This is an optimization exercise on Yosys and OpenROAD, whose aim is small area and a short achievable clock period, not a production implementation.
Only simulation tests tie the RTL to the original design; equivalence was not proved.
Power figures rest on the tool's default switching activity, not on a simulated workload.

==> flow/design.v (outline; a module is shown in full before it is edited, if it fits) <==
// module fifo_ptr_logic: 55 lines
// module mini_fwft_fifo: 47 lines
// module rfg_axis_protocol: 208 lines
// module main_rfg: 546 lines
// module rfg_capture: 15 lines
// module rfg_counter: 23 lines
// module rfg_updown_counter: 38 lines
// module rfg_host: 368 lines
module rfg_host (
    input  wire        clk,
    input  wire        resn,
    input  wire [7:0]  s_axis_tdata,
    input  wire        s_axis_tvalid,
    output wire        s_axis_tready,
    input  wire [7:0]  s_axis_tid,
    output wire [7:0]  m_axis_tdata,
    output wire        m_axis_tvalid,
    input  wire        m_axis_tready,
    output wire        m_axis_tlast,
    output wire [7:0]  m_axis_tid,
    output wire [7:0]  m_axis_tdest,
    output wire        debug_got_byte,
    output wire [3:0]  debug_state,
    input  wire [15:0]   hk_xadc_temperature,
    input  wire          hk_xadc_temperature_write,
    input  wire [15:0]   hk_xadc_vccint,
    input  wire          hk_xadc_vccint_write,
    output wire [31:0]   hk_conversion_trigger,
    output wire          hk_conversion_trigger_interrupt,
    input  wire          hk_stat_conversions_counter_enable,
    output wire [7:0]    hk_ctrl,
    output wire [2:0]    hk_ctrl_select_adc,
    output wire [7:0]    hk_adcdac_mosi_fifo_m_axis_tdata,
    output wire          hk_adcdac_mosi_fifo_m_axis_tvalid,
    input  wire          hk_adcdac_mosi_fifo_m_axis_tready,
    output wire          hk_adcdac_mosi_fifo_m_axis_tlast,
    input  wire [7:0]    hk_adc_miso_fifo_s_axis_tdata,
    input  wire          hk_adc_miso_fifo_s_axis_tvalid,
    output wire          hk_adc_miso_fifo_s_axis_tready,
    input  wire [31:0]   hk_adc_miso_fifo_read_size,
    input  wire          hk_adc_miso_fifo_read_size_write,
  // ...
==> flow/flow/run.sh <==
#!/bin/bash
set -o pipefail
cp standard.sh standard_sh_copy.log
export BUFFER_PORTS_ARGS="-buffer_cell sky130_fd_sc_hd__buf_1"
bash standard.sh > standard.log 2>&1
==> flow/standard.sh <==
#!/bin/bash
# synth_recipe.tcl (not shown) runs the flow's synth.tcl, then flattens the netlist and writes it again
# the make line also repeats each setting of config.mk as NAME=value (left out here)
make -C /OpenROAD-flow-scripts/flow DESIGN_CONFIG=/design/flow/config.mk WORK_HOME=/design/flow/orfs CLKGATE_MAP_FILE= SYNTH_SCRIPT=/design/flow/synth_recipe.tcl "${@:-finish}"
==> flow/config.mk <==
export PLATFORM = sky130hd
export DESIGN_NAME = rfg_host
export DESIGN_NICKNAME = rfg_host
export VERILOG_FILES = /design/flow/design.v
export SDC_FILE = /design/flow/constraint.sdc
export NUM_CORES = 4
export LEC_CHECK = 0
export CAP_MARGIN = 20
export CORE_AREA = 10 10 365 365
export CTS_CLUSTER_DIAMETER = 120
export CTS_CLUSTER_SIZE = 25
export DIE_AREA = 0 0 375 375
export SETUP_SLACK_MARGIN = 3.4
export SLEW_MARGIN = 20
==> flow/constraint.sdc <==
create_clock -name core_clock -period 6.0 [get_ports {clk}]
set_input_delay 1.2000 -clock core_clock [delete_from_list [all_inputs] [get_ports {clk}]]
set_output_delay 1.2000 -clock core_clock [all_outputs]
set_load 0.01 [all_outputs]
==> flow_results.org, run 1 <==
** Setup path
- The worst register-to-register path ends at main_rfg_I.rd_value_port_reg[1].
- The worst setup path is launched from a flip-flop.
- Required time at the endpoint of the critical path :: ~4.8 ns
- Critical Path Slowest Stage Cell :: edfxtp_1
- The most critical setup path has its startpoint at main_rfg_I.io_ctrl_reg[1].
- In this design, the stage delay of the slowest critical-path cell is around 0.54 ns.

** Finish
- Post-layout nets :: 6264
- After layout, the clock buffer instance count stands at between 90 and 100.
- Inserted Diodes :: 14
- Total non-filler cell area in the finished layout :: 61400 µm²
- Share of final layout cell area taken by non-clock buffers :: a little under a tenth

** CTS
- Insertion delay of the later-clocked pin in the worst-skew pair :: 0.74 ns
- In this run the post-CTS setup repair buffer count came out at between 100 and 150.

** Global route
- The number of global-route vias before repair is between 40000 and 50000.
- Met1 Track Usage GR :: between 40% and 50%

** Pwr
- The design draws between 15 and 20 mW.
- Sequential cells account for between 50 and 60% of the total power.
- Power Sequential :: just under 10 mW
- Per report_power, the Clock row totals between 4 and 5 mW.
- The clock network accounts for between 20% and 30% of the total power.
- Per report_power, the top consumer among the power groups is registers.
- Internal power consumption :: around 12 mW

** Synth
- After synthesis the cells add up to about 53000 µm².
- Summing the areas of all compound-gate instances in the mapped netlist gives between 10% and 20% of the synthesized area.
- After synthesis, the largest family of logic cells by area is simple AND/OR/NAND/NOR gates.
- Synthesis produced between 4000 and 5000 cells.
- Most area-consuming cells after synthesis :: edfxtp_1, dfxtp_1, a22oi_1
- Summing the areas of all xor and xnor instances in the mapped netlist gives 6.36% of the synthesized area.
- For this run, the leading register cell type out of synthesis is edfxtp_1.
- Of the post-synthesis cell area, the part taken by muxes is less than 1%.

** Worst hold path
- The path with the worst hold slack has its endpoint at rfg_protocol.read_buffer_data_in[3].
- The startpoint identified for the worst hold timing path is main_rfg_I.rd_pair_reg_0[3].

** Placement
- Post-DP Area :: approximately 57000 µm²

** Route
- In the final routing, the length of wire on met1 measures around 89000 µm.
- The detail route stage leaves a number of antenna-violating nets equal to 0.
- Met3 wire length :: roughly 27000 µm
- Wire length per cell :: roughly 32 µm
- The detailed router used layers up to and including met5.

** Timing
- Time the worst path needs with I/O delays and setup :: 2.67 ns
- Setup repair after global routing could not meet its margin everywhere.
- Final Hold Slack :: roughly 0.49 ns

** Outcome
- Outcome :: complete, no violations
==> module rfg_axis_protocol, before the edit <==
module rfg_axis_protocol (
    input  wire        aclk,
    input  wire        aresetn,
    output reg  [7:0]  m_axis_tdata,
    output reg         m_axis_tvalid,
    input  wire        m_axis_tready,
    output reg         m_axis_tlast,
    output wire [7:0]  m_axis_tid,
    output reg  [7:0]  m_axis_tdest,
    input  wire [7:0]  s_axis_tdata,
    input  wire        s_axis_tvalid,
    output reg         s_axis_tready,
    input  wire [7:0]  s_axis_tid,
    output reg  [7:0]  rfg_address,        
    output wire [7:0]  rfg_address_next,
    output reg  [7:0]  rfg_write_value,
    output reg         rfg_write,
    output reg         rfg_write_last,
    output reg         rfg_read,
    output wire        rfg_read_next,
    input  wire        rfg_read_valid,
    input  wire [7:0]  rfg_read_value,
    output reg         debug_got_byte,
    output reg  [3:0]  debug_state
);
    localparam [3:0] RFP_HEADER      = 4'd0,
                     RFP_ADDRESS     = 4'd1,
                     RFP_ADDRESSB    = 4'd2,
                     RFP_LENGTHA     = 4'd3,
                     RFP_LENGTHB     = 4'd4,
                     RFP_WRITE_VALUE = 4'd5,
                     RFP_READ        = 4'd7,
                     RFP_READ_FINISH = 4'd9;
    reg [3:0]  rfp_state;
    reg [7:0]  rfg_header;       
    reg [7:0]  rfg_length_lo;
    reg [15:0] rfg_current_length;
    reg [15:0] rfg_master_length;
    reg        read_buffer_write;
    reg        read_buffer_read;
    reg [7:0]  read_buffer_data_in;
    wire       read_buffer_full, read_buffer_almost_full, read_buffer_empty, read_buffer_almost_empty;
    wire       read_buffer_almost_full_next;
    wire [7:0] read_buffer_data_out;
    assign m_axis_tid = {4'h0, rfg_header[7:4]};
    wire m_axis_write_valid   = m_axis_tvalid && m_axis_tready;
    wire m_axis_write_stall   = m_axis_tvalid && !m_axis_tready;
    wire axis_sink_byte_valid = s_axis_tready && s_axis_tvalid;
    mini_fwft_fifo #(
        .AWIDTH(2),
        .DWIDTH(8)
    ) mini_fwft_fifo_inst (
        .clk(aclk),
        .resn(aresetn),
        .full(read_buffer_full),
        .almost_full(read_buffer_almost_full),
        .empty(read_buffer_empty),
        .almost_empty(read_buffer_almost_empty),
        .almost_full_next(read_buffer_almost_full_next),
        .write(read_buffer_write),
        .read(!m_axis_write_stall),
        .data_in(read_buffer_data_in),
        .data_out(read_buffer_data_out)
    );
    reg [3:0]  state_n;
    reg [7:0]  header_n, addr_n, length_lo_n, tdest_n, wvalue_n, tdata_n, rbdin_n;
    reg [15:0] cur_len_n, mst_len_n;
    reg        write_n, write_last_n, tvalid_n, tlast_n, rbwrite_n, rbread_n;
    always @* begin
        state_n      = rfp_state;
        header_n     = rfg_header;
        addr_n       = rfg_address;
        length_lo_n  = rfg_length_lo;
        cur_len_n    = rfg_current_length;
        mst_len_n    = rfg_master_length;
        tdest_n      = m_axis_tdest;
        write_n      = rfg_write;
        write_last_n = rfg_write_last;
        wvalue_n     = rfg_write_value;
        tvalid_n     = m_axis_tvalid;
        tlast_n      = m_axis_tlast;
        tdata_n      = m_axis_tdata;
        rbwrite_n    = read_buffer_write;
        rbread_n     = read_buffer_read;
        rbdin_n      = read_buffer_data_in;
        if (rfp_state == RFP_READ || rfp_state == RFP_READ_FINISH) begin
            if (read_buffer_empty && m_axis_write_valid && rfp_state == RFP_READ_FINISH) begin
                tvalid_n = 1'b0;
                tlast_n  = 1'b0;
            end else if ((!read_buffer_empty && read_buffer_read && !m_axis_tvalid) || (!read_buffer_empty && m_axis_write_valid)) begin
                tvalid_n = 1'b1;
                tdata_n  = read_buffer_data_out;
                if (rfg_master_length == 16'd1) tlast_n = 1'b1;
            end
            rbread_n = m_axis_tready;
            if (!m_axis_write_stall && !read_buffer_empty) mst_len_n = rfg_master_length - 1'd1;
        end else begin
            rbread_n = 1'b1;
        end
        case (rfp_state)
            RFP_HEADER: begin
                write_n      = 1'b0;
                write_last_n = 1'b0;
                tvalid_n     = 1'b0;
                tlast_n      = 1'b0;
                if (axis_sink_byte_valid && (s_axis_tdata[0] || s_axis_tdata[1])) begin
                    state_n  = RFP_ADDRESS;
                    header_n = s_axis_tdata;
                    tdest_n  = s_axis_tid;
                end
            end
            RFP_ADDRESS: begin
                if (axis_sink_byte_valid) begin
                    addr_n  = s_axis_tdata;
                    state_n = rfg_header[3] ? RFP_ADDRESSB : RFP_LENGTHA;
                end
            end
            RFP_ADDRESSB: begin
                if (axis_sink_byte_valid) state_n = RFP_LENGTHA;
            end
            RFP_LENGTHA: begin
                if (axis_sink_byte_valid) begin
                    state_n     = RFP_LENGTHB;
                    length_lo_n = s_axis_tdata;
                end
            end
            RFP_LENGTHB: begin
                if (axis_sink_byte_valid) begin
                    cur_len_n = {s_axis_tdata, rfg_length_lo};
                    mst_len_n = {s_axis_tdata, rfg_length_lo};
                    if (rfg_header[0])      state_n = RFP_WRITE_VALUE;
                    else if (rfg_header[1]) state_n = RFP_READ;
                    else                    state_n = RFP_HEADER;
                end
            end
            RFP_READ_FINISH: begin
                if (rfg_read_valid) begin
                    rbwrite_n = 1'b1;
                    rbdin_n   = rfg_read_value;
                end else if (read_buffer_write && !read_buffer_full) begin
                    rbwrite_n = 1'b0;
                end
                if (read_buffer_empty && m_axis_write_valid) state_n = RFP_HEADER;
            end
            RFP_READ: begin
                if (rfg_current_length == 16'd1 && rfg_read) state_n = RFP_READ_FINISH;
                if (rfg_read_valid) begin
                    rbwrite_n = 1'b1;
                    rbdin_n   = rfg_read_value;
                end else if (!(read_buffer_write && read_buffer_full)) begin
                    rbwrite_n = 1'b0;
                end
                if (rfg_read) cur_len_n = rfg_current_length - 1'd1;
                if (rfg_read && rfg_header[2]) addr_n = rfg_address + 1'd1;
            end
            RFP_WRITE_VALUE: begin
                if (axis_sink_byte_valid) begin
                    write_n      = 1'b1;
                    wvalue_n     = s_axis_tdata;
                    write_last_n = rfg_current_length == 16'd1;
                    if (rfg_current_length == 16'd1) state_n = RFP_HEADER;
                    else cur_len_n = rfg_current_length - 1'd1;
                end else begin
                    write_n      = 1'b0;
                    write_last_n = 1'b0;
                end
                if (rfg_write && rfg_header[2]) addr_n = rfg_address + 1'd1;
            end
            default: ;
        endcase
    end
    assign rfg_address_next = addr_n;
    assign rfg_read_next    = aresetn && !read_buffer_almost_full_next && state_n == RFP_READ;
    always @(posedge aclk) begin
        if (!aresetn) begin
            rfp_state         <= RFP_HEADER;
            rfg_write         <= 1'b0;
            rfg_write_last    <= 1'b0;
            s_axis_tready     <= 1'b0;
            m_axis_tvalid     <= 1'b0;
            m_axis_tlast      <= 1'b0;
            read_buffer_write <= 1'b0;
            read_buffer_read  <= 1'b0;
            debug_got_byte    <= 1'b0;
        end else begin
            rfp_state         <= state_n;
            rfg_write         <= write_n;
            rfg_write_last    <= write_last_n;
            s_axis_tready     <= 1'b1;
            m_axis_tvalid     <= tvalid_n;
            m_axis_tlast      <= tlast_n;
            read_buffer_write <= rbwrite_n;
            read_buffer_read  <= rbread_n;
            debug_got_byte    <= debug_got_byte || axis_sink_byte_valid;
        end
        rfg_read <= rfg_read_next;
        debug_state         <= rfp_state;
        rfg_header          <= header_n;
        rfg_address         <= addr_n;
        rfg_length_lo       <= length_lo_n;
        rfg_current_length  <= cur_len_n;
        rfg_master_length   <= mst_len_n;
        m_axis_tdest        <= tdest_n;
        rfg_write_value     <= wvalue_n;
        m_axis_tdata        <= tdata_n;
        read_buffer_data_in <= rbdin_n;
    end
endmodule
==> run 2: changes to the inputs <==
--- a/flow/design.v
+++ b/flow/design.v
@@ -136,5 +136,4 @@
     reg [3:0]  rfp_state;
     reg [7:0]  rfg_header;       
-    reg [7:0]  rfg_length_lo;
     reg [15:0] rfg_current_length;
     reg [15:0] rfg_master_length;
@@ -166,5 +165,5 @@
     );
     reg [3:0]  state_n;
-    reg [7:0]  header_n, addr_n, length_lo_n, tdest_n, wvalue_n, tdata_n, rbdin_n;
+    reg [7:0]  header_n, addr_n, tdest_n, wvalue_n, tdata_n, rbdin_n;
     reg [15:0] cur_len_n, mst_len_n;
     reg        write_n, write_last_n, tvalid_n, tlast_n, rbwrite_n, rbread_n;
@@ -173,5 +172,4 @@
         header_n     = rfg_header;
         addr_n       = rfg_address;
-        length_lo_n  = rfg_length_lo;
         cur_len_n    = rfg_current_length;
         mst_len_n    = rfg_master_length;
@@ -223,12 +221,13 @@
             RFP_LENGTHA: begin
                 if (axis_sink_byte_valid) begin
-                    state_n     = RFP_LENGTHB;
-                    length_lo_n = s_axis_tdata;
+                    state_n          = RFP_LENGTHB;
+                    cur_len_n[7:0]   = s_axis_tdata;
+                    mst_len_n[7:0]   = s_axis_tdata;
                 end
             end
             RFP_LENGTHB: begin
                 if (axis_sink_byte_valid) begin
-                    cur_len_n = {s_axis_tdata, rfg_length_lo};
-                    mst_len_n = {s_axis_tdata, rfg_length_lo};
+                    cur_len_n[15:8] = s_axis_tdata;
+                    mst_len_n[15:8] = s_axis_tdata;
                     if (rfg_header[0])      state_n = RFP_WRITE_VALUE;
                     else if (rfg_header[1]) state_n = RFP_READ;
@@ -300,5 +299,4 @@
         rfg_header          <= header_n;
         rfg_address         <= addr_n;
-        rfg_length_lo       <= length_lo_n;
         rfg_current_length  <= cur_len_n;
         rfg_master_length   <= mst_len_n;
==> run 2 against run 1 <==
Against the previous run:
- clock skew fell by 0.0073 ns
- routed wire length down 0.69%
- sequential power increased by 2.3%
- final area shrank 0.81%
- critical path depth unchanged
- largest cell class unchanged
- synthesized cell count fell by 1.3%
- still clean on timing, DRC and antenna
- combinational power is 25% higher
- critical path type unchanged
==> flow_results.org, run 2 <==
** Global route
- Initial antenna violation count :: 20
- Total global routing overflow :: 0
- Total Routing Usage GR :: approximately 31%
- Via count of the first global-routing pass :: 41300 (-1.7%)
- Maximum number of pins on one net before global-route repair :: 65
- The first global-routing pass estimated between 300000 and 400000 µm of wire.

** Finish
- Most common library cell in the layout ignoring fill and taps :: buf_1
- Fill cells in the final layout number roughly 12000.
- The multi-input combinational cells in the finished layout cover a total of between 20000 and 25000 µm².
- The library cells used most frequently in the layout, excluding fill and tap cells, are buf_1, edfxtp_1, nand2_1.
- Across the whole layout, storage elements account for roughly 30000 µm².
- The net count of the finished layout was 6180 (-1.3%).
- For this run, the share of the core covered by cells in the final layout is a little under 50%.
- Area added between synthesis and finish :: 15.9%
- The post-route standard cell area excluding fillers came to 60900 µm² (-0.81%).
- Share of cells above drive strength 1 :: between 10% and 20%
- Non-Filler Instances :: between 7000 and 8000

** Route
- The first TritonRoute pass finished after 8 iterations.
- Wire length per cell :: 31.9 µm (+0.57%)
- Detailed-route via count :: around 44000
- Post-Route WL :: between 200000 and 250000 µm
- For this block, the initial DRC count from the detailed router was 6330.
- Remaining DRCs :: 0
- The final antenna-violating net count is 0 (unchanged).
- Using the TritonRoute via totals, the vias-per-cell ratio works out to ~6.0.

** Setup path
- CP Buf/Inv Count :: 1
- Peak per-stage delay on the critical path :: 0.61 ns (+0.07 ns)
- Type of origin of the critical path :: flip-flop
- Arrival time at the worst endpoint :: around 1.6 ns
- Highest net fanout along the worst path :: 3
- STA classifies the critical path endpoint as a primary output.
- Required time at the endpoint of the critical path :: 4.80 ns (about the same)
- The setup path with the least slack is of type flip-flop to primary output.
- CP cell instances :: buf_2
- In this design, the largest share of critical-path delay is due to flip-flops.
- Critical Path Slowest Stage Cell :: edfxtp_1

** Die
- Chip Width :: 375 µm
- Number of I/O pins :: 945
- Standard-cell row count :: 130
- Die height :: 375 µm
- CORE AREA :: 125000 µm²
- Once the floorplan was initialized, standard cells occupied between 40% and 50% of the core.
- The die covers roughly 140000 µm².

** Synth
- Syn avg cell area :: ~11 µm²
- After synthesis, the share of flip-flops with an asynchronous set or reset is 0%.
- Synth Warn # :: 8
- The synthesized design contains between 1000 and 1500 register bits.
- Sequential area share after synthesis :: between 50% and 60%
- Number of synthesized flops with an enable pin :: approximately 650
- Most common library cells after synthesis :: edfxtp_1, dfxtp_1, nand2_1, a22oi_1, nor2_1
- Among all flip-flop cells after synthesis, the most frequent one is edfxtp_1.
- Biggest area consumer among synthesized cells :: edfxtp_1
- Gate count after technology mapping :: 4836 (-1.3%)
- The most common cell in the synthesized netlist is edfxtp_1.
- The post-synthesis cell area was 52500 µm² (-0.23%).
- Netlist cell types :: 100
- Area share of the leading cell type in the synthesized netlist :: 37.3%
- By area the synthesized netlist is led by edfxtp_1, dfxtp_1, a22oi_1.

** CTS
- Clock-pin transition on the worst setup and hold timing paths :: ~0.11 ns
- Clock tree from TritonCTS :: done
- Buffers inserted to repair hold after CTS numbered 0.
- # clock sinks :: 1160
- Cts bufs inserted :: 54
- Insertion delay of the later-clocked pin in the worst-skew pair :: 0.74 ns (about the same)
- Clk Tree Root Cell :: clkbuf_16
- Max Root-Sink Buffers :: 3
- Number of H-tree levels :: 2

** Worst hold path
- Worst Hold Class :: flip-flop to flip-flop

** Pwr
- Dividing total power by cell area gives a power density of between 200 and 300 nW/µm².
- Leakage dissipation :: around 22 nW
- Peak ir drop on the vdd network :: around 230 µV

** Timing
- The hold violation total from the final report came to 0.
- Headroom to the max-slew limit came out at between 20 and 30%.
- The count of final max-slew check failures came to 0.
- Final setup violation count :: 0
- The shortest clock period the worst path allows after layout came to 2.75 ns (+0.0789 ns).
- For the final routed database, the setup TNS stands at 0 ns.
- For this run, the top clock speed supported by timing is around 360 MHz.
- The worst hold slack came to 0.437 ns (-0.0543 ns).
- Between clock sinks in the finished design, the worst skew comes to between 0.03 and 0.04 ns.
- At the pin with the least slew margin, the transition time is 1.08 ns.
- Share of the clock period used by the worst path after layout :: between 40% and 50%
- Setup repair after global routing could not meet its margin everywhere.

** Placement
- Weighted congestion at the end of routability-driven global placement :: just under 1
- Detailed placement finished with a half-perimeter wire length of approximately 170000 µm.
- Number of cells after detailed placement :: 7068
- Post-DP Area :: 56800 µm² (-0.54%)
- The count of buffers added on input and output ports is about 920.

** Run
- Across the run, the number of max-cap violations was 0.

** Outcome
- The run finished with no timing, DRC or antenna violations.
run 2: changes by cell type after synthesis, moves of 19 or more:
cell     change
buf_1       -19
and3_1      +20
o21ai_0     -24
nor2_1      -27
nor4_1      -36
buf_2       +23
run 2: cells by family after synthesis:
kind of cell | synth area share [%]
AO/OA/AOI/OAI | 14.5
XOR/XNOR | 6.34
adder cells (fa/ha/maj) | 1.88
buffers and inverters | 4.78
flip-flops | 56.7
multiplexers | 1.04
other | 0.00714
AND/OR/NAND/NOR | 14.8
run 2: final timing paths:
check	from	to	slack, ns	depth (start not counted)
max	main_rfg_I.gecco_sr_ctrl_reg[0]	gecco_sr_ctrl[0]	3.25	1
min	rfg_protocol.mini_fwft_fifo_inst.data_out[6]	rfg_protocol.m_axis_tdata[6]	0.44	0
max reg2reg	rfg_protocol.rfp_state[2]	main_rfg_I.layer_2_loopback_mosi_s_axis_tready	3.41	8
min reg2reg	rfg_protocol.mini_fwft_fifo_inst.data_out[6]	rfg_protocol.m_axis_tdata[6]	0.44	0
run 2: layout make-up:
type | count | area share [%]
Sequential cell | 1160 | 49.5
Multi-Input combinational cell | 3158 | 34.3
Timing Repair Buffer | 1109 | 9.21
Tap cell | 1650 | 3.39
Clock buffer | 86 | 2.50
Inverter | 129 | 0.824
Clock inverter | 10 | 0.169
Antenna cell | 9 | 0.0370
run 2: stage by stage:
stage	power [mW]	setup WS [ns]
floorplan	11.4	3.27
global placement	13.2	1.86
detailed placement	13.2	1.83
CTS	17.8	3.27
global route	18.4	3.25
finish	17.9	3.25
run 2: what timing repair did:
item / CTS / global route
setup buffers: 101 / 34
endpoints found under the hold margin: 0 / 0
resized for setup: 474 / 113
pin swaps: 13 / 15
endpoints found under the setup margin: 655 / 268
gates cloned: 2 / 1
run 2: layer usage:
layer	vias to the layer above	wire, µm	global-route usage [%]
li1	19300	-	-
met1	21800	90600	41.0
met2	2664	104000	48.4
met3	441	26100	8.15
met4	8	12800	14.3
met5	-	48	0
run 2: where the power goes:
| part | switching (mW) | internal, mW |
|---|---|---|
| Clock | 2.75 | 1.79 |
| Sequential | 0.915 | 8.97 |
| Combinational | 2.34 | 1.17 |
| Total | 6.01 | 11.9 |
==> run 3: changes to the inputs <==
--- a/flow/config.mk
+++ b/flow/config.mk
@@ -6,5 +6,5 @@
 export NUM_CORES = 4
 export LEC_CHECK = 0
-export CAP_MARGIN = 20
+export CAP_MARGIN = 10
 export CORE_AREA = 10 10 365 365
 export CTS_CLUSTER_DIAMETER = 120
==> run 3 against run 2 <==
Against the previous run:
- still clean on timing, DRC and antenna
- synthesized cell count stayed put
- clock-buffer cell count did not move
- first-iteration DRC count unchanged
- routed wire length is the same
- setup slack unchanged
- global-route usage is the same
- critical path depth unchanged
- power unchanged
- clock skew unchanged
- die area is the same
- critical path type unchanged
- largest cell class unchanged
- highest routed layer unchanged
==> flow_results.org, run 3 <==
** Route
- Starting DRT DRC Count :: 6330 (unchanged)
- The iteration count of the initial detailed-routing pass is 8 (unchanged).
- The detailed-route vias per instance is 6.05 (unchanged).
- The final antenna-violating net count was 0 (unchanged).
- The via total after detailed routing came to 44200 (unchanged).
- The residual DRC count was 0 (unchanged).
- The mean routed wirelength per cell is 31.9 µm (unchanged).
- Post-Route WL :: 234000 µm (unchanged)

** Synth
- Netlist cell types :: 100 (unchanged)
- Synth Warn # :: 8 (unchanged)
- Mapped Area :: 52500 µm² (unchanged)
- By area the synthesized netlist is led by edfxtp_1, dfxtp_1, a22oi_1.
- The proportion of register bits with asynchronous set or reset after synthesis is 0% (unchanged).
- The share of the synthesized area in the top cell type came to 37.3% (unchanged).
- Gate count after technology mapping :: 4836 (unchanged)
- Counting instances in the post-synthesis netlist gives the leading cell types as edfxtp_1, dfxtp_1, nand2_1, a22oi_1, nor2_1.
- Biggest area consumer among synthesized cells :: edfxtp_1
- The most used flip-flop cell after synthesis is edfxtp_1.
- Syn avg cell area :: 10.9 µm² (unchanged)
- Cell with the most instances after synthesis :: edfxtp_1
- Sequential area share after synthesis :: 56.7% (unchanged)
- Count of state elements after synthesis :: 1160 (unchanged)
- Number of synthesized flops with an enable pin :: 652 (unchanged)

** Die
- The die height is 375 µm (unchanged).
- The boundary pin count was 945 (unchanged).
- Initial standard-cell utilization of the core :: 41.9% (unchanged)
- The die span in x is 375 µm (unchanged).
- The floorplan core area was 125000 µm² (unchanged).
- Standard-cell row count :: 130 (unchanged)
- The die outline area is 141000 µm² (unchanged).

** Placement
- Number of cells after detailed placement :: 7068 (unchanged)
- Placed wire-length estimate :: 168000 µm (unchanged)
- The number of input and output port buffers inserted is 915 (unchanged).
- Post-DP Area :: 56800 µm² (unchanged)
- The final weighted congestion in routability-driven placement was 0.963 (unchanged).

** Run
- Total of max-cap violations :: 0 (unchanged)

** Setup path
- Peak per-stage delay on the critical path :: 0.61 ns (about the same)
- The worst endpoint required time was 4.80 ns (about the same).
- The arrival time at the worst endpoint was 1.55 ns (about the same).
- The slack of the worst reg-to-reg path was 3.41 ns (about the same).
- The maximum fanout count along the critical path is 3 (unchanged).
- Setup CP Type :: flip-flop to primary output
- Kind of cell adding the most delay to the critical path :: flip-flops
- STA classifies the critical path endpoint as a primary output.
- The startpoint identified for the worst register-to-register timing path is rfg_protocol.rfp_state[2].
- The worst setup path is launched from a flip-flop.
- The path depth of the worst reg2reg path is 8 (unchanged).
- Critical Path Slowest Stage Cell :: edfxtp_1
- Worst flop-to-flop path endpoint :: main_rfg_I.layer_2_loopback_mosi_s_axis_tready
- CP cell instances :: buf_2
- CP Buf/Inv Count :: 1 (unchanged)

** Finish
- Total non-filler cell area in the finished layout :: 60900 µm² (unchanged)
- Post-layout nets :: 6180 (unchanged)
- Most frequent cells in the layout :: buf_1, edfxtp_1, nand2_1
- The proportion of layout cells with a drive suffix above 1 came to 13.7% (unchanged).
- The post-route non-filler standard cell count is 7311 (unchanged).
- Most common library cell in the layout ignoring fill and taps :: buf_1
- The synthesis-to-finish area growth came to 15.9% (unchanged).

** Pwr
- Part of the total power dissipated in combinational logic :: 19.5% (about the same)
- The cell area power density was 295 nW/µm² (unchanged).
- The internal power summed over all cells came to 11.9 mW (unchanged).
- Switching part of the total power :: 33.5% (unchanged)
- Total power after layout :: 17.9 mW (unchanged)
- The peak supply drop came to 233 µV (unchanged).
- The proportion of power drawn by the clock network was 25.3% (about the same).
- The static power due to leakage is 21.9 nW (unchanged).
- Sw power :: 6.01 mW (unchanged)
- Relative contribution of sequential cells to total power :: 55.1% (about the same)

** Timing
- The measured slew at the worst slew-check pin is 1.08 ns (unchanged).
- Share of the clock period used by the worst path after layout :: 45.9% (unchanged)
- The hold violation total from the final report came to 0 (unchanged).
- The count of final max-slew check failures came to 0 (unchanged).
- The sum of negative setup slack is 0 ns (unchanged).
- Setup repair after global routing could not meet its margin everywhere.
- Time the worst path needs with I/O delays and setup :: 2.75 ns (unchanged)
- Final setup violation count :: 0 (unchanged)
- Final Hold Slack :: 0.437 ns (unchanged)
- Fmax :: 363 MHz (unchanged)
- The headroom to the max-slew limit is 27.7% (unchanged).
- The worst clock skew is 0.0359 ns (unchanged).

** CTS
- Cts bufs inserted :: 54 (unchanged)
- Number of H-tree levels :: 2 (unchanged)
- TritonCTS built the clock tree.
- Max Root-Sink Buffers :: 3 (unchanged)
- # clock sinks :: 1160 (unchanged)
- Clk Tree Root Cell :: clkbuf_16
- Clock-pin transition on the worst setup and hold timing paths :: 0.11 ns (about the same)
- Insertion delay of the later-clocked pin in the worst-skew pair :: 0.74 ns (about the same)

** Outcome
- The run finished with no timing, DRC or antenna violations.

** Worst hold path
- For hold timing, the worst endpoint is rfg_protocol.m_axis_tdata[6].
- The path class of the tightest hold or removal check is flip-flop to flip-flop.
- Startpoint of the lowest-slack hold path :: rfg_protocol.mini_fwft_fifo_inst.data_out[6]
- The worst hold path stage count was 0 (unchanged).

** Global route
- Via count of the first global-routing pass :: 41300 (unchanged)
- The number of antenna violations at the first check in global routing was 20 (unchanged).
- The wire length of the first global-routing pass is 318000 µm (unchanged).
- The total track usage is 31.3% (unchanged).
- Maximum number of pins on one net before global-route repair :: 65 (unchanged)
- Total global routing overflow :: 0 (unchanged)
==> run 3: cell counts after synthesis <==
No cell type changed its count.
==> run 3: kinds of logic after synthesis <==
logic type | count (synthesis) | share of synthesized area [%]
muxes | 42 | 1.04
buffers and inverters | 540 | 4.78
DFF | 1160 | 56.7
AOI/OAI and AO/OA | 1090 | 14.5
adders and majority gates | 79 | 1.88
other | 1 | 0.00714
xor gates and xnor gates | 380 | 6.34
and+or+nand+nor | 1544 | 14.8
==> run 3: area by class of cell <==
class,instances,area (µm²)
Antenna cell,9,22.5
Sequential cell,1160,30100
Inverter,129,502
Clock buffer,86,1520
Clock inverter,10,103
Tap cell,1650,2060
Fill cell,11700,64500
Timing Repair Buffer,1109,5610
Multi-Input combinational cell,3158,20900
==> run 3: power by group through the flow <==
stage | sequential, mW | clock [mW] | combinational [mW]
5_1_grt | 9.92 | 4.86 | 3.65
3_5_place_dp | 10.1 | 0 | 3.08
3_3_place_gp | 10.1 | 0 | 3.06
6_report | 9.89 | 4.54 | 3.51
2_1_floorplan | 9.48 | 0 | 1.90
4_1_cts | 9.86 | 4.57 | 3.34
==> run 3: how the worst max path moves through the flow <==
stage | endpoint | start | cells past startpoint
2_1_floorplan | main_rfg_I.layer_2_stat_idle_counter_cnt.q[28] | resn | 8
3_3_place_gp | main_rfg_I.layer_2_stat_idle_counter_cnt.q[29] | resn | 7
3_5_place_dp | main_rfg_I.layer_2_stat_idle_counter_cnt.q[29] | resn | 7
4_1_cts | gecco_sr_ctrl[0] | main_rfg_I.gecco_sr_ctrl_reg[0] | 1
5_1_grt | gecco_sr_ctrl_ck | main_rfg_I.gecco_sr_ctrl_reg[0] | 1
6_report | gecco_sr_ctrl[0] | main_rfg_I.gecco_sr_ctrl_reg[0] | 1
==> run 3: through the flow <==
| stage | setup slack, ns | util [%] |
|---|---|---|
| after detailed placement | 1.83 | 45.3 |
| after global placement | 1.86 | 45.3 |
| final | 3.25 | 48.5 |
| after global routing | 3.25 | 48.5 |
| after floorplan | 3.27 | - |
| after CTS | 3.27 | 48.1 |
==> run 3: worst reg2reg max path: cells and delay by family (launching register included) <==
family                 cells  cell delay [ns]
AND/OR/NAND/NOR            4             1.17
flip-flops                 1             0.53
AO/OA/AOI/OAI              2             0.38
buffers and inverters      2             0.36
==> run 3: timing repair <==
action / 4_1_cts / 5_1_grt
resized for setup: 474 / 113
buffers inserted: 101 / 34
setup endpoints to repair: 655 / 268
gates cloned: 2 / 1
hold buffers: 0 / 0
pin swaps: 13 / 15
==> run 3: per-layer routing <==
metal,vias to the layer above,part of all wire [%],GRT usage [%]
met5,-,0.021,0
met4,8,5.5,14.3
met3,441,11,8.15
met2,2664,45,48.4
met1,21800,39,41.0
li1,19300,-,-
==> run 4: changes to the inputs <==
--- a/flow/config.mk
+++ b/flow/config.mk
@@ -7,8 +7,8 @@
 export LEC_CHECK = 0
 export CAP_MARGIN = 10
-export CORE_AREA = 10 10 365 365
+export CORE_AREA = 10 10 350 350
 export CTS_CLUSTER_DIAMETER = 120
 export CTS_CLUSTER_SIZE = 25
-export DIE_AREA = 0 0 375 375
+export DIE_AREA = 0 0 360 360
 export SETUP_SLACK_MARGIN = 3.4
 export SLEW_MARGIN = 20
==> run 4 against run 3 <==
Against the previous run:
- still clean on timing, DRC and antenna
- fmax grew 2.4%
- non-clock buffer count decreased by 29
- clock-buffer cell count up 8
- clock power shrank 4%
- final cell count shrank 2.2%
- synthesized cell count unchanged
- synthesized area did not move
- sequential power fell by 0.6%
- global-route usage increased by 1.6 points
- critical endpoint is now hk_conversion_trigger_match[2]
- largest cell class unchanged
==> flow_results.org, run 4 <==
** Setup path
- The worst endpoint required time is 4.80 ns (about the same).
- In this design, the largest share of critical-path delay is due to flip-flops.
- R2r setup slk :: 3.34 ns (-0.07 ns)
- Critical Path Slowest Stage Cell :: edfxtp_1
- The maximum fanout count along the critical path came to 3 (unchanged).
- The arrival time at the worst endpoint came to 1.49 ns (-0.06 ns).
- The critical path goes through buf_6.
- The path depth of the worst reg2reg path came to 4 (-4).
- The worst setup path is launched from a flip-flop.
- In this run the critical register-to-register path is launched from main_rfg_I.a_lo[1].
- Worst setup startpoint :: main_rfg_I.hk_conversion_trigger_match_reg[2]
- Worst flop-to-flop path endpoint :: main_rfg_I.rd_pair_reg_3[4]
- The worst setup path is captured at a primary output.
- CP Buf/Inv Count :: 1 (unchanged)
- By startpoint and endpoint, the worst setup path is classified as flip-flop to primary output.
- The biggest cell delay along the critical path is 0.57 ns (-0.04 ns).

** Route
- The count of routing violations after the opening detailed-route iteration was 6144 (-2.9%).
- Wire length per cell :: 31.7 µm (-0.82%)
- Via/cell ratio :: 6.20 (+2.6%)
- The iteration count of the initial detailed-routing pass is 10 (+2).
- The sum of routed wire length over all layers was 227000 µm (-3.0%).
- Remaining DRCs :: 0 (unchanged)
- Detailed-route via count :: 44300 (+0.28%)
- The final antenna-violating net count came to 0 (unchanged).

** Global route
- Maximum number of pins on one net before global-route repair :: 110 (+69%)
- The global routing usage on met1 is 42.8% (+1.8 points).
- The number of antenna violations at the first check in global routing is 30 (+50%).
- The met3 capacity usage during global routing came to 8.39% (+0.24 points).
- The fraction of met2 tracks used by global routing came to 51.3% (+2.9 points).
- The global-route congestion overflow total was 0 (unchanged).
- The wire length of the first global-routing pass is 312000 µm (-2.0%).
- The total track usage came to 33.0% (+1.6 points).
- The global routing stage identified its most utilized layer as met2.
- The number of global-route vias before repair came to 41300 (+0.056%).

** Synth
- Netlist cell types :: 100 (unchanged)
- Most area-consuming cells after synthesis :: edfxtp_1, dfxtp_1, a22oi_1
- Mux contribution to synthesized area :: 1.04% (unchanged)
- The adder-cell share of the synthesized area was 1.88% (unchanged).
- After synthesis, the largest family of logic cells by area is simple AND/OR/NAND/NOR gates.
- The yosys synthesis warning count was 8 (unchanged).
- The post-synthesis compound-gate area fraction was 14.5% (unchanged).
- By count the netlist is led by edfxtp_1, dfxtp_1, nand2_1, a22oi_1, nor2_1.
- Number of synthesized flops with an enable pin :: 652 (unchanged)
- The instance count of the mapped netlist is 4836 (unchanged).
- Most used flip-flop cell after synthesis :: edfxtp_1
- Xor/xnor cell area share of the yosys netlist :: 6.34% (unchanged)
- Mapped Area :: 52500 µm² (unchanged)
- The largest total area in the synthesized netlist belongs to edfxtp_1.
- Share of flip-flops with an asynchronous set or reset :: 0% (unchanged)
- The post-synthesis average cell area is 10.9 µm² (unchanged).
- Sequential area share after synthesis :: 56.7% (unchanged)
- Count of state elements after synthesis :: 1160 (unchanged)
- edfxtp_1 is the most common cell in the netlist.
- The area fraction in and, or, nand and nor cells after synthesis came to 14.8% (unchanged).
- The share of the synthesized area in the top cell type is 37.3% (unchanged).

** Finish
- The proportion of layout cells with a drive suffix above 1 is 11.1% (-2.5 points).
- From synthesis to final layout, the design area changed by 14.5%.
- Leaving out fill and tap cells, the most frequent cell in the layout is buf_1.
- The net count of the finished layout came to 6149 (-0.50%).
- Most frequent cells in the layout :: buf_1, edfxtp_1, nand2_1

** Timing
- Time the worst path needs with I/O delays and setup :: 2.69 ns (-0.0633 ns)
- TNS Setup :: 0 ns (unchanged)
- The total of endpoints with negative setup slack in the final report is 0 (unchanged).
- Fmax :: 372 MHz (+2.4%)
- The share of the cycle needed by the critical path after routing was 44.8% (-1.1 points).
- The headroom to the max-slew limit was 18.3% (-9.4 points).
- Final slew viol count :: 0 (unchanged)
- Slew at the pin closest to its max-slew limit :: 1.22 ns (+0.140 ns)
- Clock Skew :: 0.0299 ns (-0.00601 ns)
- Setup repair after global routing could not meet its margin everywhere.
- The hold violation total from the final report came to 0 (unchanged).

** Placement
- Number of input and output port buffers inserted :: 915 (unchanged)
- The total half-perimeter wirelength after legalization and detailed placement came to 163000 µm (-2.8%).
- The final weighted congestion in routability-driven placement came to 0.946 (-1.8%).

** Die
- The row count came to 124 (-4.6%).
- The die span in x is 360 µm (-4.0%).
- The initial cell density of the core came to 45.9% (+4.0 points).
- CORE AREA :: 115000 µm² (-8.7%)
- DIE AREA :: 130000 µm² (-7.8%)
- The boundary pin count is 945 (unchanged).
- The die height is 360 µm (-4.0%).

** CTS
- Cts bufs inserted :: 52 (-3.7%)
- TritonCTS built the clock tree.
- Clock-pin transition on the worst setup and hold timing paths :: 0.11 ns (about the same)
- The maximum number of buffers from clock root to sink was 3 (unchanged).
- Insertion delay of the later-clocked pin in the worst-skew pair :: 0.71 ns (-0.03 ns)
- The root buffer cell chosen for the clock tree is clkbuf_16.
- # clock sinks :: 1160 (unchanged)
- The H-tree depth reported by CTS is 2 (unchanged).

** Pwr
- Total power after layout :: 17.6 mW (-1.7%)
- The peak supply drop was 230 µV (-1.4%).
- The cell area power density is 293 nW/µm² (-0.48%).
- Leakage dissipation :: 21.3 nW (-2.8%)

** Outcome
- Outcome :: complete, no violations

** Worst hold path
- Startpoint of the lowest-slack hold path :: rfg_protocol.mini_fwft_fifo_inst.data_out[1]
- Hold Path Sink :: rfg_protocol.m_axis_tdata[1]
- The min-delay analysis places its worst path in the category flip-flop to flip-flop.
- Number of stages on the worst hold path :: 0 (unchanged)

** Run
- The number of maximum-capacitance constraint violations is 0 (unchanged).
## run 4: cell counts after synthesis
Identical to the previous run, type by type.
## run 4: per-stage QoR
step           utilization [%]  instance area [µm²]  hold WS, ns  setup slack [ns]  std cells
3_5_place_dp              49.5                56700        0.408              1.83       6934
6_report                  52.5                60100        0.436              3.31       7149
3_3_place_gp              49.5                56700        0.405              1.85       6934
2_1_floorplan                -                52900        0.346              3.27       4857
5_1_grt                   52.5                60100        0.447              3.31       7145
4_1_cts                   51.9                59400        0.432              3.04       7097
## run 4: routing by layer
metal  vias to the layer above  part of all wire [%]
li1                      19300                     -
met1                     21800                    38
met2                      2781                    45
met3                       478                    11
met4                        24                   5.6
met5                         -                  0.17
## run 4: cells by family (layout without fill, tap and decap cells)
kind of cell / after synthesis / in the layout
flops: 1160 / 1160
buf+inv: 540 / 1307
fa+ha+maj: 79 / 79
mux: 42 / 42
other cells: 1 / 34
compound gates: 1090 / 1090
xor+xnor: 380 / 380
simple gates: 1544 / 1545
## run 4: how the worst max path moves through the flow
stage / endpoint / slack (ns) / depth (start not counted)
4_1_cts: main_rfg_I.layer_2_stat_idle_counter_cnt.q[25] / 3.04 / 5
6_report: hk_conversion_trigger_match[2] / 3.31 / 1
2_1_floorplan: main_rfg_I.layer_2_stat_idle_counter_cnt.q[28] / 3.27 / 8
5_1_grt: hk_conversion_trigger_match[2] / 3.31 / 1
3_5_place_dp: main_rfg_I.layer_2_stat_idle_counter_cnt.q[31] / 1.83 / 7
3_3_place_gp: main_rfg_I.layer_2_stat_idle_counter_cnt.q[29] / 1.85 / 7
## run 4: layout make-up
cell class                 count  area [µm²]
tap                         1512        1890
antenna                       12        30.0
inverter                     129         502
multi-input combinational   3158       20900
sequential                  1160       30100
clock buffer                  94        1480
fill                       10500       54400
clock inverter                 4        38.8
timing repair buffer        1080        5180
## run 4: report_power, final
group | internal, mW | switching [mW] | total (mW)
clock | 1.70 | 2.64 | 4.34
sequential | 8.98 | 0.847 | 9.83
combinational | 1.12 | 2.34 | 3.46
total | 11.8 | 5.83 | 17.6
## run 4: timing repair
| action | 4_1_cts | 5_1_grt |
|---|---|---|
| gates resized for setup | 317 | 99 |
| setup endpoints to repair | 723 | 305 |
| setup buffers | 65 | 38 |
| gates cloned | 0 | 2 |
| pin swaps | 7 | 12 |
| hold buffers | 0 | 0 |
==> run 5: changes to the inputs <==
--- a/flow/config.mk
+++ b/flow/config.mk
@@ -11,4 +11,5 @@
 export CTS_CLUSTER_SIZE = 25
 export DIE_AREA = 0 0 360 360
+export GPL_TIMING_DRIVEN = 0
 export SETUP_SLACK_MARGIN = 3.4
 export SLEW_MARGIN = 20
==> run 5 against run 4 <==
Against the previous run:
- still clean
- final area rose by 5.4%
- combinational power rose by 27%
- worst hold slack got worse by 0.054 ns
- flip-flop and latch count did not move
- synthesized cell count did not move
- power rose by 4.1%
- final cell count rose by 5.6%
- sequential power fell by 3.3%
- clock-buffer cell count fell by 2
- register-to-register slack got worse by 0.11 ns
- critical path type unchanged
- highest routed layer unchanged
==> flow_results.org, run 5 <==
** Outcome
- The run finished with no timing, DRC or antenna violations.

** Timing
- Share of the clock period used by the worst path after layout :: 47.2% (+2.4 points)
- The highest achievable clock rate was 353 MHz (-5.0%).
- The shortest clock period the worst path allows after layout is 2.83 ns (+0.142 ns).
- Final slew viol count :: 0 (unchanged)
- The hold violation total from the final report was 0 (unchanged).
- The worst clock skew came to 0.0474 ns (+0.0176 ns).
- The sum of negative setup slack is 0 ns (unchanged).
- The measured slew at the worst slew-check pin is 1.21 ns (-0.0176 ns).
- The total of endpoints with negative setup slack in the final report was 0 (unchanged).
- The headroom to the max-slew limit came to 19.6% (+1.3 points).
- Setup repair after global routing could not meet its margin everywhere.

** Synth
- Sequential area share after synthesis :: 56.7% (unchanged)
- The largest total area in the synthesized netlist belongs to edfxtp_1.
- Number of synthesized flops with an enable pin :: 652 (unchanged)
- Count of state elements after synthesis :: 1160 (unchanged)
- The instance count of the mapped netlist is 4836 (unchanged).
- Yosys instantiated no cell more often than edfxtp_1.
- Ranked by instance count, the synthesized netlist is headed by edfxtp_1, dfxtp_1, nand2_1, a22oi_1, nor2_1.
- The post-synthesis average cell area came to 10.9 µm² (unchanged).
- Yosys attributes the largest share of cell area to edfxtp_1, dfxtp_1, a22oi_1.
- The post-synthesis cell type count came to 100 (unchanged).
- The proportion of register bits with asynchronous set or reset after synthesis came to 0% (unchanged).
- Synth Warn # :: 8 (unchanged)
- The most used flip-flop cell after synthesis is edfxtp_1.
- The post-synthesis cell area came to 52500 µm² (unchanged).
- The share of the synthesized area in the top cell type came to 37.3% (unchanged).

** Route
- Detailed-route via count :: 47500 (+7.2%)
- Wire length per cell :: 34.7 µm (+9.4%)
- The detailed-route vias per instance was 6.30 (+1.5%).
- The sum of routed wire length over all layers was 262000 µm (+15%).
- The iteration count of the initial detailed-routing pass is 8 (-2).
- The count of routing violations after the opening detailed-route iteration was 7547 (+23%).
- Remaining DRCs :: 0 (unchanged)
- Final antenna-violating net count :: 0 (unchanged)

** Finish
- Area taken by multi-input logic gates :: 20900 µm² (+0.17%)
- Area added between synthesis and finish :: 20.6%
- Most common library cell in the layout ignoring fill and taps :: buf_1
- Post-layout nets :: 6543 (+6.4%)
- The layout filler cell count is 10400 (-1.3%).
- The post-route standard cell area excluding fillers came to 63300 µm² (+5.4%).
- The flip-flop and latch area came to 30100 µm² (about the same).
- The post-route non-filler standard cell count was 7548 (+5.6%).
- Most frequent cells in the layout :: buf_1, edfxtp_1, nand2_1
- Share of cells above drive strength 1 :: 17.7% (+6.6 points)

** Die
- Die height :: 360 µm (unchanged)
- DIE AREA :: 130000 µm² (unchanged)
- The die span in x came to 360 µm (unchanged).
- Number of I/O pins :: 945 (unchanged)
- The row count was 124 (unchanged).
- CORE AREA :: 115000 µm² (unchanged)
- The initial cell density of the core is 45.9% (unchanged).

** Global route
- Maximum number of pins on one net before global-route repair :: 34 (-69%)
- The number of global-route vias before repair is 44200 (+7.1%).
- The number of antenna violations at the first check in global routing came to 35 (+17%).
- Wire length of the first global-routing pass :: 353000 µm (+13%)
- Total Routing Usage GR :: 38.3% (+5.3 points)
- Total global routing overflow :: 0 (unchanged)

** Setup path
- Required time at the endpoint of the critical path :: 4.80 ns (about the same)
- Type of origin of the critical path :: flip-flop
- Worst setup startpoint :: main_rfg_I.io_ctrl_reg[3]
- Startpoint of the lowest-slack register-to-register path :: main_rfg_I.a_lo[4]
- Arrival time at the worst endpoint :: 1.63 ns (+0.14 ns)
- STA classifies the critical path endpoint as a primary output.
- Highest net fanout along the worst path :: 3 (unchanged)
- Setup CP Type :: flip-flop to primary output

** Worst hold path
- Startpoint of the lowest-slack hold path :: rfg_protocol.rfg_write_value[1]
- The min-delay analysis places its worst path in the category flip-flop to flip-flop.

** Placement
- The total half-perimeter wirelength after legalization and detailed placement came to 198000 µm (+21%).
- Number of cells after detailed placement :: 7288 (+5.1%)
- Weighted congestion at the end of routability-driven global placement :: 1.04 (+9.9%)
- The cell area reported after detailed placement came to 58400 µm² (+3.0%).
- The number of input and output port buffers inserted is 914 (-0.11%).

** CTS
- Cts bufs inserted :: 53 (+1.9%)
- Clk Tree Root Cell :: clkbuf_16
- Clock-pin transition on the worst setup and hold timing paths :: 0.11 ns (about the same)
- CTS hold repair buffers :: 0 (unchanged)
- The H-tree depth reported by CTS came to 2 (unchanged).
- The number of clock sinks is 1160 (unchanged).
- The maximum number of buffers from clock root to sink came to 3 (unchanged).
- The worst-skew pair later-pin latency came to 0.75 ns (+0.04 ns).
- Clock tree from TritonCTS :: done

** Pwr
- The static power due to leakage is 23.5 nW (+11%).
- Part of the total power dissipated in combinational logic :: 23.9% (+4.3 points)
- Power density relative to cell area :: 290 nW/µm² (-1.2%)
- Peak ir drop on the vdd network :: 253 µV (+10%)
- Internal power consumption :: 12.0 mW (+1.3%)
- Sw power :: 6.41 mW (+9.9%)
- Switching part of the total power :: 34.9% (+1.8 points)
- Total power after layout :: 18.4 mW (+4.1%)
- The proportion of power drawn by flip-flops and latches was 51.8% (-3.9 points).
- Part of the power in the clock network :: 24.3% (-0.3 points)

** Run
- Total of max-cap violations :: 0 (unchanged)
==> run 5: cell counts after synthesis <==
Identical to the previous run, type by type.
==> run 5: final timing paths <==
| check | slack [ns] | depth (start not counted) | endpoint |
|---|---|---|---|
| worst min-delay path | 0.38 | 0 | main_rfg_I.fifo_wdata_reg[1] |
| worst max-delay path | 3.17 | 2 | io_ctrl[3] |
| worst max register to register | 3.23 | 7 | main_rfg_I.rd_pair_reg_1[1] |
| worst min register to register | 0.38 | 0 | main_rfg_I.fifo_wdata_reg[1] |
==> run 5: cells by family after synthesis <==
logic type / synth area share (%)
compound gates: 14.5
xor+xnor: 6.34
mux: 1.04
buf+inv: 4.78
fa+ha+maj: 1.88
other cells: 0.00714
simple gates: 14.8
flops: 56.7
==> run 5: area by class of cell <==
class                   count  area share (%)
flip-flops and latches   1160            47.5
multi-input cells        3157            33.0
repair buffers           1063            8.76
plain buffers             411            4.40
well taps                1512            2.99
clock buffers              92            2.33
inverters                 129           0.798
clock inverters             7           0.148
diodes                     17          0.0672
==> run 5: repair_timing <==
item                                    CTS  global route
endpoints found under the hold margin     0             0
gates resized for setup                 751           234
setup buffers                            99            45
pin swaps                                 6            13
setup endpoints to repair              1131           454
==> run 5: power groups by stage <==
stage               clock network, mW  registers (mW)  logic, mW
global route                     4.72            9.54       4.45
finish                           4.45            9.51       4.40
CTS                              4.44            9.48       4.13
detailed placement                  0            9.70       3.91
global placement                    0            9.70       3.88
floorplan                           0            9.48       1.90
==> run 5: layer usage <==
| metal | track usage (%) | up-vias | routed length (µm) |
|---|---|---|---|
| met5 | 0 | - | 192 |
| met4 | 23.9 | 28 | 20000 |
| met3 | 11.3 | 745 | 34100 |
| met2 | 56.6 | 3433 | 112000 |
| met1 | 49.1 | 23300 | 95600 |
| li1 | - | 20100 | - |
==> run 5: per-stage QoR <==
stage	hold slack, ns	setup WS, ns	util (%)
3_3_place_gp	0.357	-0.0605	50.8
3_5_place_dp	0.359	0.915	51.0
2_1_floorplan	0.346	3.27	-
4_1_cts	0.382	3.18	54.5
6_report	0.382	3.17	55.3
5_1_grt	0.388	3.16	55.3
==> run 5: worst max-delay path, cell delays in order, from the launching register on <==
cell	delay (ns)
edfxtp_1	0.57
buf_4	0.21
buf_6	0.11
==> run 6: changes to the inputs <==
--- a/flow/config.mk
+++ b/flow/config.mk
@@ -7,9 +7,8 @@
 export LEC_CHECK = 0
 export CAP_MARGIN = 10
-export CORE_AREA = 10 10 350 350
+export CORE_AREA = 10 10 335 335
 export CTS_CLUSTER_DIAMETER = 120
 export CTS_CLUSTER_SIZE = 25
-export DIE_AREA = 0 0 360 360
-export GPL_TIMING_DRIVEN = 0
+export DIE_AREA = 0 0 345 345
 export SETUP_SLACK_MARGIN = 3.4
 export SLEW_MARGIN = 20
==> run 6 against run 5 <==
Against the previous run:
- synthesized area unchanged
- via count is 7.3% lower
- power is 4.3% lower
- synthesized cell count unchanged
- global-route usage down 3.2 points
- final cell count decreased by 7.0%
- sequential power is 3.5% higher
- critical path depth shrank 1
- critical path type unchanged
- clock power fell by 3%
- still clean
- die area is 8.2% lower
==> flow_results.org, run 6 <==
** Route
- The detailed-route vias per instance is 6.27 (-0.41%).
- Final antenna-violating net count :: 0 (unchanged)
- Starting DRT DRC Count :: 5999 (-21%)
- The mean routed wirelength per cell is 31.7 µm (-8.7%).
- First-pass DRT Iterations :: 9 (+1)
- The residual DRC count was 0 (unchanged).
- The sum of routed wire length over all layers is 222000 µm (-15%).
- The via total after detailed routing was 44000 (-7.3%).

** Placement
- Number of input and output port buffers inserted :: 915 (+0.11%)
- Placed wire-length estimate :: 159000 µm (-20%)
- The cell area reported after detailed placement was 56600 µm² (-3.1%).
- Weighted congestion at the end of routability-driven global placement :: 0.949 (-8.7%)

** Finish
- In the layout the commonest cells are buf_1, edfxtp_1, nand2_1.
- Leaving out fill and tap cells, the most frequent cell in the layout is buf_1.
- Total non-filler cell area in the finished layout :: 59900 µm² (-5.4%)
- Post-layout nets :: 6146 (-6.1%)
- The proportion of layout cells with a drive suffix above 1 was 10.9% (-6.8 points).
- The layout filler cell count was 9389 (-9.4%).
- Area added between synthesis and finish :: 14.1%

** CTS
- The number of clock sinks was 1160 (unchanged).
- TritonCTS built the clock tree.
- Clock-pin transition on the worst setup and hold timing paths :: 0.11 ns (about the same)
- Number of H-tree levels :: 2 (unchanged)
- In this run the clock root is driven by a clkbuf_16.
- Max Root-Sink Buffers :: 3 (unchanged)
- The worst-skew pair later-pin latency is 0.74 ns (about the same).
- Cts bufs inserted :: 52 (-1.9%)

** Global route
- Initial antenna violation count :: 28 (-20%)
- Total global routing overflow :: 0 (unchanged)
- The pin count of the biggest net entering global routing is 72 (+110%).
- Wire length of the first global-routing pass :: 307000 µm (-13%)
- The total track usage came to 35.2% (-3.2 points).
- The number of global-route vias before repair came to 41200 (-6.7%).

** Synth
- Netlist cell types :: 100 (unchanged)
- The instance count of the mapped netlist was 4836 (unchanged).
- Counting instances in the post-synthesis netlist gives the leading cell types as edfxtp_1, dfxtp_1, nand2_1, a22oi_1, nor2_1.
- Most area-consuming cells after synthesis :: edfxtp_1, dfxtp_1, a22oi_1
- Share of flip-flops with an asynchronous set or reset :: 0% (unchanged)
- The most common cell in the synthesized netlist is edfxtp_1.
- The number of enable-type register cells in the synthesized netlist is 652 (unchanged).
- Area share of the leading cell type in the synthesized netlist :: 37.3% (unchanged)
- Biggest area consumer among synthesized cells :: edfxtp_1
- Count of state elements after synthesis :: 1160 (unchanged)
- The post-synthesis cell area is 52500 µm² (unchanged).
- The share of synthesized area occupied by flip-flops and latches came to 56.7% (unchanged).
- Most used flip-flop cell after synthesis :: edfxtp_1
- Syn avg cell area :: 10.9 µm² (unchanged)
- Synth Warn # :: 8 (unchanged)

** Setup path
- The maximum fanout count along the critical path came to 2 (-1).
- STA classifies the critical path endpoint as a primary output.
- The critical path is of the flip-flop to primary output type.
- The logic depth of the worst setup path including buffers came to 1 (-1).
- Required time at the endpoint of the critical path :: 4.80 ns (about the same)
- The kind of cell with the highest combined delay along the critical path is flip-flops.
- Crit path capture :: layers_cfg_nodata_continue[2]
- R2r setup slk :: 3.39 ns (+0.16 ns)
- Startpoint of the lowest-slack register-to-register path :: main_rfg_I.hk_conversion_trigger_match_reg[7]
- Type of origin of the critical path :: flip-flop
- CP Buf/Inv Count :: 1 (-1)
- The path depth of the worst reg2reg path is 6 (-1).
- Peak per-stage delay on the critical path :: 0.57 ns (about the same)
- CP cell instances :: clkbuf_2
- For this design, the slowest cell found on the critical path is edfxtp_1.
- In this run the critical register-to-register path is captured at main_rfg_I.rd_pair_reg_3[7].
- Arrival time at the worst endpoint :: 1.51 ns (-0.12 ns)
- Worst setup startpoint :: main_rfg_I.layers_cfg_nodata_continue_reg[2]

** Timing
- Setup repair after global routing missed its margin :: true
- The shortest clock period the worst path allows after layout is 2.71 ns (-0.124 ns).
- The share of the cycle needed by the critical path after routing was 45.1% (-2.1 points).
- The sum of negative setup slack is 0 ns (unchanged).
- Clock Skew :: 0.0503 ns (+0.00282 ns)
- The hold violation total from the final report was 0 (unchanged).
- Fmax :: 370 MHz (+4.6%)
- The count of final max-slew check failures is 0 (unchanged).
- The headroom to the max-slew limit was 31.4% (+12 points).
- The total of endpoints with negative setup slack in the final report is 0 (unchanged).
- The measured slew at the worst slew-check pin came to 1.03 ns (-0.177 ns).

** Die
- The die outline area came to 119000 µm² (-8.2%).
- Number of I/O pins :: 945 (unchanged)
- The die height is 345 µm (-4.2%).
- The initial cell density of the core was 50.0% (+4.1 points).
- Chip Width :: 345 µm (-4.2%)
- CORE AREA :: 105000 µm² (-8.2%)
- Standard-cell row count :: 119 (-4.0%)

** Outcome
- The flow ran to the end and the layout has no timing, DRC or antenna violations.

** Pwr
- The total design power came to 17.6 mW (-4.3%).
- Leakage dissipation :: 21.3 nW (-9.6%)
- Power density relative to cell area :: 293 nW/µm² (+1.2%)
- Peak ir drop on the vdd network :: 300 µV (+18%)

** Worst hold path
- Worst Hold Class :: flip-flop to flip-flop

** Run
- Total of max-cap violations :: 0 (unchanged)
[run 6: cell counts after synthesis]
No cell type changed its count.
[run 6: layout make-up]
cell class                      count  area [µm²]  area share (%)
Multi-Input combinational cell   3158       20900            34.8
Tap cell                         1391        1740            2.90
Antenna cell                       11        27.5          0.0459
Timing Repair Buffer             1077        5160            8.61
Clock buffer                       93        1460            2.43
Inverter                          129         512           0.854
Clock inverter                      4        61.3           0.102
Sequential cell                  1160       30100            50.2
[run 6: repair_timing]
item	CTS	global route
pin swaps	15	13
setup buffers	63	27
hold endpoints to repair	0	0
resized for setup	345	75
setup endpoints to repair	723	306
hold buffers	0	0
cloned	1	1
[run 6: cells by family after synthesis]
kind of cell               count (synthesis)  synth area share [%]
adders and majority gates                 79                  1.88
DFF                                     1160                  56.7
AOI/OAI and AO/OA                       1090                  14.5
muxes                                     42                  1.04
xor gates and xnor gates                 380                  6.34
other                                      1               0.00714
and+or+nand+nor                         1544                  14.8
buffers and inverters                    540                  4.78
[run 6: worst min-delay path by stage]
stage	slack (ns)	cells after the start	end	startpoint
floorplan	0.35	0	main_rfg_I.fifo_wdata_reg[1]	rfg_protocol.rfg_write_value[1]
global placement	0.46	2	main_rfg_I.layers_sr_in_reg[7]	main_rfg_I.layers_sr_in_reg[7]
detailed placement	0.47	2	main_rfg_I.layers_sr_in_reg[7]	main_rfg_I.layers_sr_in_reg[7]
CTS	0.48	2	main_rfg_I.layers_sr_in_reg[7]	main_rfg_I.layers_sr_in_reg[7]
global route	0.51	2	main_rfg_I.layers_sr_in_reg[6]	main_rfg_I.layers_sr_in_reg[6]
finish	0.48	2	main_rfg_I.layers_sr_in_reg[7]	main_rfg_I.layers_sr_in_reg[7]
[run 6: worst reg2reg max path: stages, from the launching register on]
cell and delay [ns]:
edfxtp_1 0.52, buf_4 0.23, a22oi_1 0.54, nand4_1 0.50, a21oi_1 0.26, nand3_1 0.20
a22o_1 0.23
[run 6: through the flow]
step / worst slack, ns / hold slack, ns / std cells / util [%]
finish: 3.29 / 0.483 / 7023 / 57.0
global route: 3.29 / 0.512 / 7021 / 57.0
CTS: 3.31 / 0.481 / 6984 / 56.5
detailed placement: 1.95 / 0.466 / 6823 / 53.8
global placement: 1.97 / 0.461 / 6823 / 53.8
floorplan: 3.27 / 0.346 / 4857 / -
[run 6: routing by layer]
layer  wire length, µm  global-route usage (%)  vias to the layer above
li1                  -                       -                    19300
met5               146                       0                        -
met3             24000                    7.60                      483
met4             12500                    16.9                       22
met2            101000                    54.9                     2724
met1             84800                    46.2                    21500
[run 6: where the power goes]
| group | switching (mW) | internal, mW |
|---|---|---|
| Combinational | 2.28 | 1.14 |
| Sequential | 0.860 | 8.98 |
| Clock | 2.64 | 1.68 |
==> run 7: changes to the inputs <==
--- a/flow/config.mk
+++ b/flow/config.mk
@@ -7,8 +7,8 @@
 export LEC_CHECK = 0
 export CAP_MARGIN = 10
-export CORE_AREA = 10 10 335 335
+export CORE_AREA = 10 10 320 320
 export CTS_CLUSTER_DIAMETER = 120
 export CTS_CLUSTER_SIZE = 25
-export DIE_AREA = 0 0 345 345
+export DIE_AREA = 0 0 330 330
 export SETUP_SLACK_MARGIN = 3.4
 export SLEW_MARGIN = 20
==> run 7 against run 6 <==
Against the previous run:
- critical path type unchanged
- flip-flop and latch count did not move
- power decreased by 0.91%
- register-to-register slack lost 0.04 ns
- still clean
- sequential power hardly changed
- critical path depth stayed put
- setup slack improved by 0.0088 ns
- clock skew down 0.023 ns
- largest power group unchanged
- core utilization up 5.2 points
==> flow_results.org, run 7 <==
** Outcome
- The run finished with no timing, DRC or antenna violations.

** Synth
- Syn avg cell area :: 10.9 µm² (unchanged)
- Mapped Area :: 52500 µm² (unchanged)
- Area share of the leading cell type in the synthesized netlist :: 37.3% (unchanged)
- The number of storage elements in the synthesis netlist was 1160 (unchanged).
- The post-synthesis cell type count came to 100 (unchanged).
- The proportion of register bits with asynchronous set or reset after synthesis came to 0% (unchanged).
- The yosys synthesis warning count was 8 (unchanged).
- The synthesized design spends more area on one cell type than any other, namely edfxtp_1.
- Among all flip-flop cells after synthesis, the most frequent one is edfxtp_1.
- Most area-consuming cells after synthesis :: edfxtp_1, dfxtp_1, a22oi_1
- The instance count of the mapped netlist is 4836 (unchanged).
- Cell with the most instances after synthesis :: edfxtp_1
- Most common library cells after synthesis :: edfxtp_1, dfxtp_1, nand2_1, a22oi_1, nor2_1
- Sequential area share after synthesis :: 56.7% (unchanged)
- Number of synthesized flops with an enable pin :: 652 (unchanged)

** Timing
- The shortest clock period the worst path allows after layout was 2.70 ns (-0.00877 ns).
- The hold violation total from the final report came to 0 (unchanged).
- Slew at the pin closest to its max-slew limit :: 1.14 ns (+0.115 ns)
- The sum of negative setup slack came to 0 ns (unchanged).
- The count of final max-slew check failures is 0 (unchanged).
- Setup repair after global routing missed its margin :: true
- The highest achievable clock rate was 371 MHz (+0.33%).
- Share of the clock period used by the worst path after layout :: 45.0% (-0.15 points)
- The total of endpoints with negative setup slack in the final report was 0 (unchanged).
- Relative slew slack :: 23.0% (-8.4 points)
- The worst clock skew is 0.0273 ns (-0.0230 ns).

** Global route
- The number of global-route vias before repair came to 40500 (-1.8%).
- The global-route congestion overflow total is 0 (unchanged).
- The total track usage came to 37.7% (+2.6 points).
- Initial antenna violation count :: 23 (-18%)
- Maximum number of pins on one net before global-route repair :: 62 (-14%)
- The wire length of the first global-routing pass is 298000 µm (-2.9%).

** Pwr
- The cell area power density was 294 nW/µm² (+0.24%).
- The static power due to leakage came to 20.9 nW (-1.9%).
- The peak supply drop was 267 µV (-11%).

** Placement
- The total half-perimeter wirelength after legalization and detailed placement is 157000 µm (-1.5%).
- Post-DP Area :: 56300 µm² (-0.48%)
- The number of input and output port buffers inserted is 915 (unchanged).
- Weighted congestion at the end of routability-driven global placement :: 0.974 (+2.6%)

** Finish
- The post-route standard cell area excluding fillers came to 59200 µm² (-1.2%).
- Post-layout nets :: 6108 (-0.62%)
- The proportion of layout cells with a drive suffix above 1 was 9.66% (-1.3 points).
- The library cell used most frequently in the layout, excluding fill and tap cells, is buf_1.
- The layout filler cell count was 8114 (-14%).
- Most frequent cells in the layout :: buf_1, edfxtp_1, nand2_1
- Register Area :: 30100 µm² (about the same)
- The multi-input logic area is 20800 µm² (-0.16%).
- From synthesis to final layout, the design area changed by 12.8%.

** CTS
- TritonCTS built the clock tree.
- The H-tree depth reported by CTS came to 2 (unchanged).
- Clk Tree Root Cell :: clkbuf_16
- The maximum number of buffers from clock root to sink is 3 (unchanged).
- The register clock-pin slew on the reported worst setup and hold paths is 0.11 ns (about the same).
- The total CTS buffers is 52 (unchanged).
- # clock sinks :: 1160 (unchanged)
- The worst-skew pair later-pin latency is 0.71 ns (-0.03 ns).

** Route
- The sum of routed wire length over all layers was 218000 µm (-2.0%).
- The final antenna-violating net count came to 0 (unchanged).
- The via total after detailed routing came to 44400 (+0.88%).
- Starting DRT DRC Count :: 6524 (+8.8%)
- Wire length per cell :: 31.8 µm (+0.37%)
- The detailed-route vias per instance came to 6.48 (+3.3%).
- The residual DRC count came to 0 (unchanged).
- The iteration count of the initial detailed-routing pass is 6 (-3).

** Worst hold path
- In this run the most critical hold path is launched from main_rfg_I.rd_pair_reg_0[3].
- The path class of the tightest hold or removal check is flip-flop to flip-flop.

** Setup path
- The biggest cell delay along the critical path was 0.59 ns (+0.02 ns).
- Arrival time at the worst endpoint :: 1.50 ns (about the same)
- CP Buf/Inv Count :: 1 (unchanged)
- Kind of cell adding the most delay to the critical path :: flip-flops
- Setup CP Type :: flip-flop to primary output
- Type of origin of the critical path :: flip-flop
- The worst setup path is captured at a primary output.
- R2r setup slk :: 3.35 ns (-0.04 ns)
- The slowest stage of the critical path belongs to the cell edfxtp_1.
- The maximum fanout count along the critical path is 3 (+1).
- Startpoint of the lowest-slack register-to-register path :: main_rfg_I.a_lo[11]
- Required time at the endpoint of the critical path :: 4.80 ns (about the same)
- CP cell instances :: buf_1

** Die
- The floorplan core area came to 95200 µm² (-9.5%).
- Initial standard-cell utilization of the core :: 55.2% (+5.2 points)
- Die height :: 330 µm (-4.3%)
- Number of I/O pins :: 945 (unchanged)
- DIE AREA :: 109000 µm² (-8.5%)
- The die span in x came to 330 µm (-4.3%).
- The row count was 113 (-5.0%).

** Run
- Total of max-cap violations :: 0 (unchanged)
-- run 7: routing by layer --
metal,global-route usage [%],share of wire [%]
met1,49.6,37
met2,58.5,45
met3,9.89,13
met4,16.8,5.1
met5,0,0.060
-- run 7: cell type report --
class                      instances  share of cell area (%)
sequential                      1160                    50.8
multi-input combinational       3159                    35.2
timing repair buffer            1038                    7.90
tap                             1265                    2.67
clock buffer                      91                    2.44
inverter                         129                   0.872
clock inverter                     4                  0.0782
antenna                           12                  0.0507
-- run 7: final timing paths --
kind | endpoint | cells after the start
worst min-delay path | rfg_protocol.read_buffer_data_in[3] | 2
worst max-delay path | layers_cfg_frame_tag_counter_ctrl[0] | 1
worst max register to register | main_rfg_I.rd_pair_reg_3[1] | 7
worst min register to register | rfg_protocol.read_buffer_data_in[3] | 2
-- run 7: kinds of logic (layout without fill, tap and decap cells) --
group                    Yosys count  count (layout)  share of synthesized area, %
AND/OR/NAND/NOR                 1544            1546                          14.8
XOR/XNOR                         380             380                          6.34
AO/OA/AOI/OAI                   1090            1090                          14.5
buffers and inverters            540            1262                          4.78
multiplexers                      42              42                          1.04
other                              1              34                       0.00714
flip-flops                      1160            1160                          56.7
adder cells (fa/ha/maj)           79              79                          1.88
-- run 7: tightest hold or removal path, cell delays in order, from the launching register on --
cell     delay, ns
dfxtp_1       0.32
nor2_1        0.03
nand2_1       0.05
-- run 7: report_power, final --
part	internal (mW)	leakage (nW)	switching, mW	total (mW)
combinational	1.11	9.56	2.18	3.28
clock	1.67	0.709	2.59	4.26
sequential	8.98	10.6	0.890	9.87
-- run 7: repair_timing --
item                       in CTS  in global routing
hold buffers                    0                  0
setup buffers                  46                 22
resized for setup             286                 62
gates cloned                    1                  2
pin swaps                       8                 11
setup endpoints to repair     668                165
-- run 7: per-stage QoR --
stage | power, mW | setup WS (ns) | std cells | hold WS (ns) | util, %
after global routing | 17.9 | 3.30 | 6855 | 0.498 | 62.2
after global placement | 13.0 | 1.75 | 6680 | 0.456 | 59.2
after floorplan | 11.4 | 3.27 | 4857 | 0.346 | -
after detailed placement | 13.0 | 1.74 | 6680 | 0.466 | 59.2
after CTS | 17.2 | 3.31 | 6822 | 0.482 | 61.8
final | 17.4 | 3.30 | 6858 | 0.483 | 62.3
